From an optimization exercise on the open Yosys and OpenROAD flow, aimed at small area, a short achievable clock period and few clock cycles; shortcuts taken in it are not production practice.
RTL that was checked went through simulation tests only; none was proved equivalent to the original.

P:
==> module beetle_compare, before the edit <==
module beetle_compare(al, bl, ar, br, fl31, fr31, gt);
input [32:0] al, bl, ar, br;
input fl31, fr31;
output gt;
wire [31:0] a = {~al[31], al[30:0]};
wire [31:0] b = bl[31:0];
wire [31:0] c = ~{~ar[31], ar[30:0]};
wire [31:0] e = ~br[31:0];
wire cl = fl31 ^ al[31] ^ bl[31];
wire cr = fr31 ^ ar[31] ^ br[31];
wire kl = a[31] & b[31] | cl & (a[31] | b[31]);
wire kr = ~c[31] & br[31] | cr & (~c[31] | br[31]);
wire [31:0] x1 = a ^ b;
wire [31:0] x2 = c ^ e;
wire [31:0] x = x1 ^ x2;
wire [31:0] co;
wire [31:0] ci = {co[30:0], 1'b1};
genvar i;
generate for (i = 0; i < 32; i = i + 1) begin : cmp4
  assign co[i] = x1[i] ? c[i] : a[i];
end endgenerate
wire [31:0] xs = x ^ ci;
wire [31:0] xk = {x[30:0] & ci[30:0] | ~x[30:0] & e[30:0], 1'b0};
wire k31 = x[31] ? ci[31] : e[31];
wire [32:0] ts = {1'b0, xs} + {1'b0, xk};
assign gt = ~(ts[32] ^ k31 ^ co[31] ^ kl ^ kr);
endmodule
==> module bas, before the edit <==
module bas(clock,reset,load, seed_x,seed_y,iterations,x,y,x_extreme,y_extreme,out_value,done );
    input clock,reset,load;
    input [8:0] seed_x,seed_y;
    input [8:0] iterations;
    input [15:0] x,y;
    output signed [15:0] x_extreme,y_extreme;
    output signed [39:0] out_value;
    output reg done;
    reg [15:0] x_curr, y_curr;           
    reg signed [13:0] step_x, step_y;    
    reg signed [13:0] step_nx, step_ny;  
    reg [17:0] dl1, dl2, dr1, dr2;       
    reg ql1, ql2, qr1, qr2;              
    reg [32:0] value_curr;               
    reg [8:0] dir_x, dir_y;              
    reg [12:0] sense;                    
    reg [9:0] remain;
    reg run;
    reg first;                           
    reg [15:0] x_best, y_best;
    reg [32:0] value_best;
    reg value_init;                      
    wire [32:0] al, bl, ar, br;
    beetle_left_antenna ol(dl1, dl2, ql1, ql2, al, bl);
    beetle_left_antenna or_(dr1, dr2, qr1, qr2, ar, br);
    wire [32:0] odour_l = al + bl;
    wire [32:0] odour_r = ar + br;
    wire go_right;
    beetle_compare cmp(al, bl, ar, br, odour_l[31], odour_r[31], go_right);
    wire [15:0] x_l = x_curr + {{2{step_x[13]}}, step_x};
    wire [15:0] y_l = y_curr + {{2{step_y[13]}}, step_y};
    wire [15:0] x_r = x_curr - {{2{step_x[13]}}, step_x};
    wire [15:0] y_r = y_curr - {{2{step_y[13]}}, step_y};
    wire [17:0] ell1, ell2, elr1, elr2, erl1, erl2, err1, err2;
    wire qll1, qll2, qlr1, qlr2, qrl1, qrl2, qrr1, qrr2;
    beetle_position #(0) pll(x_l, y_l, step_nx, step_ny, ell1, ell2, qll1, qll2);
    beetle_position #(1) plr(x_l, y_l, step_nx, step_ny, elr1, elr2, qlr1, qlr2);
    beetle_position #(0) prl(x_r, y_r, step_nx, step_ny, erl1, erl2, qrl1, qrl2);
    beetle_position #(1) prr(x_r, y_r, step_nx, step_ny, err1, err2, qrr1, qrr2);
    wire signed [13:0] mul_x, mul_y;
    wire [14:0] sense3 = {2'b00, sense} + {1'b0, sense, 1'b0};
    wire [8:0] dir_x_n, dir_y_n;
    lfsr lx(dir_x, dir_x_n);
    lfsr ly(dir_y, dir_y_n);
    beetle_right_antenna mulx(dir_x, sense, sense3, mul_x);
    beetle_right_antenna muly(dir_y, sense, sense3, mul_y);
    assign x_extreme = x_best;
    assign y_extreme = y_best;
    assign out_value = {4'b0, {3{value_init}}, value_best};
    always @(posedge clock) begin
        if (reset) begin
            x_curr <= x;
            y_curr <= y;
            dl1 <= 18'd0;
            dl2 <= 18'd0;
            dr1 <= 18'd0;
            dr2 <= 18'd0;
            ql1 <= 1'b0;
            ql2 <= 1'b0;
            qr1 <= 1'b0;
            qr2 <= 1'b0;
            step_x <= 14'd0;
            step_y <= 14'd0;
            step_nx <= 14'd0;
            step_ny <= 14'd0;
            dir_x <= 9'd0;
            dir_y <= 9'd0;
        end else begin
            if (go_right) begin
                x_curr <= x_r;
                y_curr <= y_r;
                dl1 <= erl1;
                dl2 <= erl2;
                dr1 <= err1;
                dr2 <= err2;
                ql1 <= qrl1;
                ql2 <= qrl2;
                qr1 <= qrr1;
                qr2 <= qrr2;
            end else begin
                x_curr <= x_l;
                y_curr <= y_l;
                dl1 <= ell1;
                dl2 <= ell2;
                dr1 <= elr1;
                dr2 <= elr2;
                ql1 <= qll1;
                ql2 <= qll2;
                qr1 <= qlr1;
                qr2 <= qlr2;
            end
            step_x <= step_nx;
            step_y <= step_ny;
            step_nx <= mul_x;
            step_ny <= mul_y;
            if (load) begin
                dir_x <= seed_x;
                dir_y <= seed_y;
            end else begin
                dir_x <= dir_x_n;
                dir_y <= dir_y_n;
            end
        end
        value_curr <= go_right ? odour_r : odour_l;
        if (reset | load)
            sense <= 13'd6400;
        else
            sense <= sense - {8'd0, sense[12:8]} - {12'd0, sense[7:0] != 8'd0};
        if (reset) begin
            run <= 1'b0;
            done <= 1'b0;
            first <= 1'b0;
            x_best <= 16'd0;
            y_best <= 16'd0;
            value_best <= {33{1'b1}};
            value_init <= 1'b1;
        end else if (load) begin
            remain <= {1'b0, iterations} + 10'd1;
            first <= 1'b1;
            run <= iterations != 9'd0;
            done <= iterations == 9'd0;
        end else if (run) begin
            remain <= remain - 10'd1;
            first <= 1'b0;
            if (remain == 10'd0) begin
                run <= 1'b0;
                done <= 1'b1;
            end
            if (!first && value_curr < value_best) begin
                x_best <= x_curr;
                y_best <= y_curr;
                value_best <= value_curr;
                value_init <= 1'b0;
            end
        end
    end
endmodule
clock: 27.0 ns
lec_check: 0
abc_area: 1
cap_margin: 20
core_margin: 2
core_utilization: 45
slew_margin: 20
standard.sh (not shown) runs the stock make flow with config.mk's settings and CLKGATE_MAP_FILE= SYNTH_SCRIPT=/design/flow/synth_recipe.tcl, a recipe that flattens the netlist after the stock synthesis.
==> flow/flow/run.sh <==
#!/bin/bash
# The standard layout, with timing repair aiming for 20 ns of setup slack
# at the design's clock period (over-fixing, as SETUP_SLACK_MARGIN does),
# on the worst 10% of endpoints, and sky130_fd_sc_hd__buf_2 cells as the port buffers.
set -euo pipefail
bash standard.sh SETUP_SLACK_MARGIN=20 TNS_END_PERCENT=10 "BUFFER_PORTS_ARGS=-buffer_cell sky130_fd_sc_hd__buf_2" finish > orfs_make.log 2>&1
P -> stages 100% | layout checks FAIL | antenna violations
[inputs] S vs P
--- a/flow/design.v
+++ b/flow/design.v
@@ -616,18 +616,15 @@
 assign ra = {k272, k271, k270, k269, k268, k267, k266, k265, k264, k263, k262, k261, k260, k259, k258, k257, k256, k255, k254, k253, k252, k251, k250, k249, k248, k247, k246, k245, k244, k243, k242, hk27, hs27};
 assign rb = {hs28, s272, s271, s270, s269, s268, s267, s266, s265, s264, s263, s262, s261, s260, s259, s258, s257, s256, s255, s254, s253, s252, s251, s250, s249, s248, s247, s246, s245, s244, s243, s242, hs22};
 endmodule
-module beetle_compare(al, bl, ar, br, fl31, fr31, gt);
+module beetle_compare(al, bl, ar, br, gt);
 input [32:0] al, bl, ar, br;
-input fl31, fr31;
 output gt;
 wire [31:0] a = {~al[31], al[30:0]};
 wire [31:0] b = bl[31:0];
 wire [31:0] c = ~{~ar[31], ar[30:0]};
 wire [31:0] e = ~br[31:0];
-wire cl = fl31 ^ al[31] ^ bl[31];
-wire cr = fr31 ^ ar[31] ^ br[31];
-wire kl = a[31] & b[31] | cl & (a[31] | b[31]);
-wire kr = ~c[31] & br[31] | cr & (~c[31] | br[31]);
+wire [32:0] tl = {1'b0, a} + {1'b0, b};
+wire [32:0] tr = {1'b0, ~c} + {1'b0, br[31:0]};
 wire [31:0] x1 = a ^ b;
 wire [31:0] x2 = c ^ e;
 wire [31:0] x = x1 ^ x2;
@@ -641,7 +638,7 @@
 wire [31:0] xk = {x[30:0] & ci[30:0] | ~x[30:0] & e[30:0], 1'b0};
 wire k31 = x[31] ? ci[31] : e[31];
 wire [32:0] ts = {1'b0, xs} + {1'b0, xk};
-assign gt = ~(ts[32] ^ k31 ^ co[31] ^ kl ^ kr);
+assign gt = ~(ts[32] ^ k31 ^ co[31] ^ tl[32] ^ tr[32]);
 endmodule
 module beetle_right_antenna(dir, sense, s3, step);
 input  [8:0]  dir;
@@ -709,7 +706,7 @@
     reg [32:0] value_curr;               
     reg [8:0] dir_x, dir_y;              
     reg [12:0] sense;                    
-    reg [9:0] remain;
+    reg [8:0] remain;
     reg run;
     reg first;                           
     reg [15:0] x_best, y_best;
@@ -718,27 +715,31 @@
     wire [32:0] al, bl, ar, br;
     beetle_left_antenna ol(dl1, dl2, ql1, ql2, al, bl);
     beetle_left_antenna or_(dr1, dr2, qr1, qr2, ar, br);
+    wire go_right;
+    beetle_compare cmp(al, bl, ar, br, go_right);
     wire [32:0] odour_l = al + bl;
     wire [32:0] odour_r = ar + br;
-    wire go_right;
-    beetle_compare cmp(al, bl, ar, br, odour_l[31], odour_r[31], go_right);
     wire [15:0] x_l = x_curr + {{2{step_x[13]}}, step_x};
     wire [15:0] y_l = y_curr + {{2{step_y[13]}}, step_y};
     wire [15:0] x_r = x_curr - {{2{step_x[13]}}, step_x};
     wire [15:0] y_r = y_curr - {{2{step_y[13]}}, step_y};
     wire [17:0] ell1, ell2, elr1, elr2, erl1, erl2, err1, err2;
     wire qll1, qll2, qlr1, qlr2, qrl1, qrl2, qrr1, qrr2;
-    beetle_position #(0) pll(x_l, y_l, step_nx, step_ny, ell1, ell2, qll1, qll2);
-    beetle_position #(1) plr(x_l, y_l, step_nx, step_ny, elr1, elr2, qlr1, qlr2);
-    beetle_position #(0) prl(x_r, y_r, step_nx, step_ny, erl1, erl2, qrl1, qrl2);
-    beetle_position #(1) prr(x_r, y_r, step_nx, step_ny, err1, err2, qrr1, qrr2);
+    wire signed [13:0] first_x = {{5{dir_x[8]}}, dir_x} + {{2{dir_x[8]}}, dir_x, 3'b000} + {dir_x[8], dir_x, 4'b0000};
+    wire signed [13:0] first_y = {{5{dir_y[8]}}, dir_y} + {{2{dir_y[8]}}, dir_y, 3'b000} + {dir_y[8], dir_y, 4'b0000};
+    wire signed [13:0] next_x = first ? first_x : step_nx;
+    wire signed [13:0] next_y = first ? first_y : step_ny;
+    beetle_position #(0) pll(x_l, y_l, next_x, next_y, ell1, ell2, qll1, qll2);
+    beetle_position #(1) plr(x_l, y_l, next_x, next_y, elr1, elr2, qlr1, qlr2);
+    beetle_position #(0) prl(x_r, y_r, next_x, next_y, erl1, erl2, qrl1, qrl2);
+    beetle_position #(1) prr(x_r, y_r, next_x, next_y, err1, err2, qrr1, qrr2);
     wire signed [13:0] mul_x, mul_y;
     wire [14:0] sense3 = {2'b00, sense} + {1'b0, sense, 1'b0};
     wire [8:0] dir_x_n, dir_y_n;
     lfsr lx(dir_x, dir_x_n);
     lfsr ly(dir_y, dir_y_n);
-    beetle_right_antenna mulx(dir_x, sense, sense3, mul_x);
-    beetle_right_antenna muly(dir_y, sense, sense3, mul_y);
+    beetle_right_antenna mulx(dir_x_n, sense, sense3, mul_x);
+    beetle_right_antenna muly(dir_y_n, sense, sense3, mul_y);
     assign x_extreme = x_best;
     assign y_extreme = y_best;
     assign out_value = {4'b0, {3{value_init}}, value_best};
@@ -784,8 +785,8 @@
                 qr1 <= qlr1;
                 qr2 <= qlr2;
             end
-            step_x <= step_nx;
-            step_y <= step_ny;
+            step_x <= next_x;
+            step_y <= next_y;
             step_nx <= mul_x;
             step_ny <= mul_y;
             if (load) begin
@@ -797,7 +798,7 @@
             end
         end
         value_curr <= go_right ? odour_r : odour_l;
-        if (reset | load)
+        if (reset)
             sense <= 13'd6400;
         else
             sense <= sense - {8'd0, sense[12:8]} - {12'd0, sense[7:0] != 8'd0};
@@ -810,14 +811,14 @@
             value_best <= {33{1'b1}};
             value_init <= 1'b1;
         end else if (load) begin
-            remain <= {1'b0, iterations} + 10'd1;
+            remain <= iterations;
             first <= 1'b1;
             run <= iterations != 9'd0;
             done <= iterations == 9'd0;
         end else if (run) begin
-            remain <= remain - 10'd1;
+            remain <= remain - 9'd1;
             first <= 1'b0;
-            if (remain == 10'd0) begin
+            if (remain == 9'd0) begin
                 run <= 1'b0;
                 done <= 1'b1;
             end
[summary]
The sole clean run among P and S is S.
Ran to the end and failed final checks on antenna violations: P.
Against P, non-clock buffer total of the final layout in S rose by a few percent.
Looking at top routing layer in use, the met5 result is from S; the met4 one comes from P.
[compare] base=P new=S: overall die height went up; post-route cell area +2.0%; routed wire length increased by about 1.5% relative to the old numbers.
Taking P as the reference, in S register area decreased by about 2% relative to the old numbers, average cell area after synthesis increased by about 0.7% relative to the old numbers, sequential cell area share decreased by 0.40 points relative to the old numbers, global-route wire length before repair increased by 8.0 mm relative to the old numbers.
Looking at termination of the worst setup path, the value_curr[23] result is from P; the step_x[7] one comes from S.
Testbench counts of S, summed over its fixed seeds: cycles 49,176.
No functional check of the RTL was part of P.

---

== rev 12 ==
bas, a different RTL version from the one above (not shown whole).
For scale: about 140 I/O pins, roughly 55000 sq um of cells after synthesis.
==> module beetle_right_antenna, before the edit <==
module beetle_right_antenna(dir, sense, step);
input  signed [8:0]  dir;
input         [12:0] sense;
output signed [13:0] step;
wire signed [22:0] p = dir * $signed({1'b0, sense});
assign step = p[21:8];
endmodule
==> module bas, before the edit <==
module bas(clock,reset,load, seed_x,seed_y,iterations,x,y,x_extreme,y_extreme,out_value,done );
    input clock,reset,load;
    input [8:0] seed_x,seed_y;
    input [8:0] iterations;
    input [15:0] x,y;
    output signed [15:0] x_extreme,y_extreme;
    output signed [39:0] out_value;
    output reg done;
    reg [15:0] x_curr, y_curr;           
    reg signed [13:0] step_x, step_y;    
    reg signed [13:0] step_nx, step_ny;  
    reg [17:0] dl1, dl2, dr1, dr2;       
    reg ql1, ql2, qr1, qr2;              
    reg [32:0] value_curr;               
    reg [8:0] dir_x, dir_y;              
    reg [12:0] sense;                    
    reg [9:0] remain;
    reg run;
    reg first;                           
    reg [15:0] x_best, y_best;
    reg [32:0] value_best;
    reg value_init;                      
    wire [32:0] al, bl, ar, br;
    beetle_left_antenna ol(dl1, dl2, ql1, ql2, al, bl);
    beetle_left_antenna or_(dr1, dr2, qr1, qr2, ar, br);
    wire go_right;
    beetle_compare cmp(al, bl, ar, br, go_right);
    wire [32:0] odour_l = al + bl;
    wire [32:0] odour_r = ar + br;
    wire [15:0] x_l = x_curr + {{2{step_x[13]}}, step_x};
    wire [15:0] y_l = y_curr + {{2{step_y[13]}}, step_y};
    wire [15:0] x_r = x_curr - {{2{step_x[13]}}, step_x};
    wire [15:0] y_r = y_curr - {{2{step_y[13]}}, step_y};
    wire [17:0] ell1, ell2, elr1, elr2, erl1, erl2, err1, err2;
    wire qll1, qll2, qlr1, qlr2, qrl1, qrl2, qrr1, qrr2;
    beetle_position #(0) pll(x_l, y_l, step_nx, step_ny, ell1, ell2, qll1, qll2);
    beetle_position #(1) plr(x_l, y_l, step_nx, step_ny, elr1, elr2, qlr1, qlr2);
    beetle_position #(0) prl(x_r, y_r, step_nx, step_ny, erl1, erl2, qrl1, qrl2);
    beetle_position #(1) prr(x_r, y_r, step_nx, step_ny, err1, err2, qrr1, qrr2);
    wire signed [13:0] mul_x, mul_y;
    beetle_right_antenna mulx(dir_x, sense, mul_x);
    beetle_right_antenna muly(dir_y, sense, mul_y);
    wire [8:0] dir_x_n, dir_y_n;
    lfsr lx(dir_x, dir_x_n);
    lfsr ly(dir_y, dir_y_n);
    assign x_extreme = x_best;
    assign y_extreme = y_best;
    assign out_value = {4'b0, {3{value_init}}, value_best};
    always @(posedge clock) begin
        if (reset) begin
            x_curr <= x;
            y_curr <= y;
            dl1 <= 18'd0;
            dl2 <= 18'd0;
            dr1 <= 18'd0;
            dr2 <= 18'd0;
            ql1 <= 1'b0;
            ql2 <= 1'b0;
            qr1 <= 1'b0;
            qr2 <= 1'b0;
            step_x <= 14'd0;
            step_y <= 14'd0;
            step_nx <= 14'd0;
            step_ny <= 14'd0;
            dir_x <= 9'd0;
            dir_y <= 9'd0;
        end else begin
            if (go_right) begin
                x_curr <= x_r;
                y_curr <= y_r;
                dl1 <= erl1;
                dl2 <= erl2;
                dr1 <= err1;
                dr2 <= err2;
                ql1 <= qrl1;
                ql2 <= qrl2;
                qr1 <= qrr1;
                qr2 <= qrr2;
            end else begin
                x_curr <= x_l;
                y_curr <= y_l;
                dl1 <= ell1;
                dl2 <= ell2;
                dr1 <= elr1;
                dr2 <= elr2;
                ql1 <= qll1;
                ql2 <= qll2;
                qr1 <= qlr1;
                qr2 <= qlr2;
            end
            step_x <= step_nx;
            step_y <= step_ny;
            step_nx <= mul_x;
            step_ny <= mul_y;
            if (load) begin
                dir_x <= seed_x;
                dir_y <= seed_y;
            end else begin
                dir_x <= dir_x_n;
                dir_y <= dir_y_n;
            end
        end
        value_curr <= go_right ? odour_r : odour_l;
        if (reset | load)
            sense <= 13'd6400;
        else
            sense <= sense - {8'd0, sense[12:8]} - {12'd0, sense[7:0] != 8'd0};
        if (reset) begin
            run <= 1'b0;
            done <= 1'b0;
            x_best <= 16'd0;
            y_best <= 16'd0;
            value_best <= {33{1'b1}};
            value_init <= 1'b1;
        end else if (load) begin
            remain <= {1'b0, iterations} + 10'd1;
            first <= 1'b1;
            run <= iterations != 9'd0;
            done <= iterations == 9'd0;
        end else if (run) begin
            remain <= remain - 10'd1;
            first <= 1'b0;
            if (remain == 10'd0) begin
                run <= 1'b0;
                done <= 1'b1;
            end
            if (!first && value_curr < value_best) begin
                x_best <= x_curr;
                y_best <= y_curr;
                value_best <= value_curr;
                value_init <= 1'b0;
            end
        end
    end
endmodule
export LEC_CHECK = 0
export CAP_MARGIN = 20
export CORE_MARGIN = 2
export CORE_UTILIZATION = 45
export SLEW_MARGIN = 20
create_clock -name core_clock -period 27.0 [get_ports {clock}]
==> flow/flow/run.sh <==
#!/bin/bash
# The standard layout, with timing repair aiming for 20 ns of setup slack
# at the design's clock period (over-fixing, as SETUP_SLACK_MARGIN does).
set -euo pipefail
bash standard.sh SETUP_SLACK_MARGIN=20 finish > orfs_make.log 2>&1
Inputs modified between rev 12 and rev 13:
--- a/flow/design.v
+++ b/flow/design.v
@@ -761,9 +761,10 @@
 module beetle_right_antenna(dir, sense, step);
 input  signed [8:0]  dir;
 input         [12:0] sense;
 output signed [13:0] step;
-wire signed [22:0] p = dir * $signed({1'b0, sense});
+wire signed [13:0] s = {1'b0, sense};
+wire signed [22:0] p = dir * s;
 assign step = p[21:8];
 endmodule
 module beetle_position(mx, my, nx, ny, d1, d2, q1, q2);
 parameter NB = 0;
@@ -795,9 +796,9 @@
     reg ql1, ql2, qr1, qr2;              
     reg [32:0] value_curr;               
     reg [8:0] dir_x, dir_y;              
     reg [12:0] sense;                    
-    reg [9:0] remain;
+    reg [8:0] remain;
     reg run;
     reg first;                           
     reg [15:0] x_best, y_best;
     reg [32:0] value_best;
@@ -821,11 +822,13 @@
     beetle_position #(1) prr(x_r, y_r, step_nx, step_ny, err1, err2, qrr1, qrr2);
     wire signed [13:0] mul_x, mul_y;
     beetle_right_antenna mulx(dir_x, sense, mul_x);
     beetle_right_antenna muly(dir_y, sense, mul_y);
-    wire [8:0] dir_x_n, dir_y_n;
+    wire [8:0] dir_x_n, dir_y_n, seed_x_n, seed_y_n;
     lfsr lx(dir_x, dir_x_n);
     lfsr ly(dir_y, dir_y_n);
+    lfsr lsx(seed_x, seed_x_n);
+    lfsr lsy(seed_y, seed_y_n);
     assign x_extreme = x_best;
     assign y_extreme = y_best;
     assign out_value = {4'b0, {3{value_init}}, value_best};
     always @(posedge clock) begin
@@ -871,21 +874,25 @@
                 qr2 <= qlr2;
             end
             step_x <= step_nx;
             step_y <= step_ny;
-            step_nx <= mul_x;
-            step_ny <= mul_y;
             if (load) begin
-                dir_x <= seed_x;
-                dir_y <= seed_y;
+                step_nx <= {{5{seed_x[8]}}, seed_x} + {{2{seed_x[8]}}, seed_x, 3'b000} + {seed_x[8], seed_x, 4'b0000};
+                step_ny <= {{5{seed_y[8]}}, seed_y} + {{2{seed_y[8]}}, seed_y, 3'b000} + {seed_y[8], seed_y, 4'b0000};
+                dir_x <= seed_x_n;
+                dir_y <= seed_y_n;
             end else begin
+                step_nx <= mul_x;
+                step_ny <= mul_y;
                 dir_x <= dir_x_n;
                 dir_y <= dir_y_n;
             end
         end
         value_curr <= go_right ? odour_r : odour_l;
-        if (reset | load)
+        if (reset)
             sense <= 13'd6400;
+        else if (load)
+            sense <= 13'd6375;
         else
             sense <= sense - {8'd0, sense[12:8]} - {12'd0, sense[7:0] != 8'd0};
         if (reset) begin
             run <= 1'b0;
@@ -894,16 +901,16 @@
             y_best <= 16'd0;
             value_best <= {33{1'b1}};
             value_init <= 1'b1;
         end else if (load) begin
-            remain <= {1'b0, iterations} + 10'd1;
+            remain <= iterations;
             first <= 1'b1;
             run <= iterations != 9'd0;
             done <= iterations == 9'd0;
         end else if (run) begin
-            remain <= remain - 10'd1;
+            remain <= remain - 9'd1;
             first <= 1'b0;
-            if (remain == 10'd0) begin
+            if (remain == 9'd0) begin
                 run <= 1'b0;
                 done <= 1'b1;
             end
             if (!first && value_curr < value_best) begin
[summary]
- Summary of rev 13 over rev 12: height of the die up 2.3%, global-route usage higher, via count increased 3829, data arrival time of the critical path fell 0.22 ns, width of the chip went up about 2.3%.
- Cmp rev 12 and rev 13 / critical path depth / lower: rev 13
- Total length of routed wires sits higher in rev 13 than in rev 12.
Function was not checked in any run of this note: the RTL went through the layout flow alone.

[port drivers added, routing unchanged]
No port has a modelled driver above. Below, the same layouts with a new extraction and two added sets of constraints. Step 1 (the two cells are an assumption about what drives the block):
set clk [get_ports {clock}]
set_driving_cell -lib_cell sky130_fd_sc_hd__clkbuf_16 $clk
set_driving_cell -lib_cell sky130_fd_sc_hd__buf_2 [delete_from_list [all_inputs] $clk]
Step 2 moves the port delays by t, midway between the first and last clock arrival at a register: inputs arrive t later, outputs are due t later. That takes back most of the time a late clock gives input paths. Slacks: ideal / step 1 / step 2; pairs: ideal / step 1.
| run | t (ns) | setup WS [ns] | hold slack, ns | latest minus earliest clock arrival (ns) | worst slew at a driven data input, ns |
|---|---|---|---|---|---|
| P | 0.690 | 19.900 / 19.900 / 19.329 | 0.475 / 0.475 / 0.475 | 0.053 / 0.053 | 0.08 |
| S | 0.711 | 20.047 / 20.055 / 19.374 | 0.480 / 0.480 / 0.480 | 0.048 / 0.049 | 0.06 |
| rev 12 | 0.692 | 19.356 / 19.356 / 19.356 | 0.463 / 0.463 / 0.463 | 0.063 / 0.063 | 0.05 |
| rev 13 | 0.704 | 19.534 / 19.534 / 19.212 | 0.505 / 0.505 / 0.505 | 0.058 / 0.057 | 0.07 |
For S, which loses most, drivers alone change the setup slack by +0.008 ns; drivers and shift together by -0.673 ns.
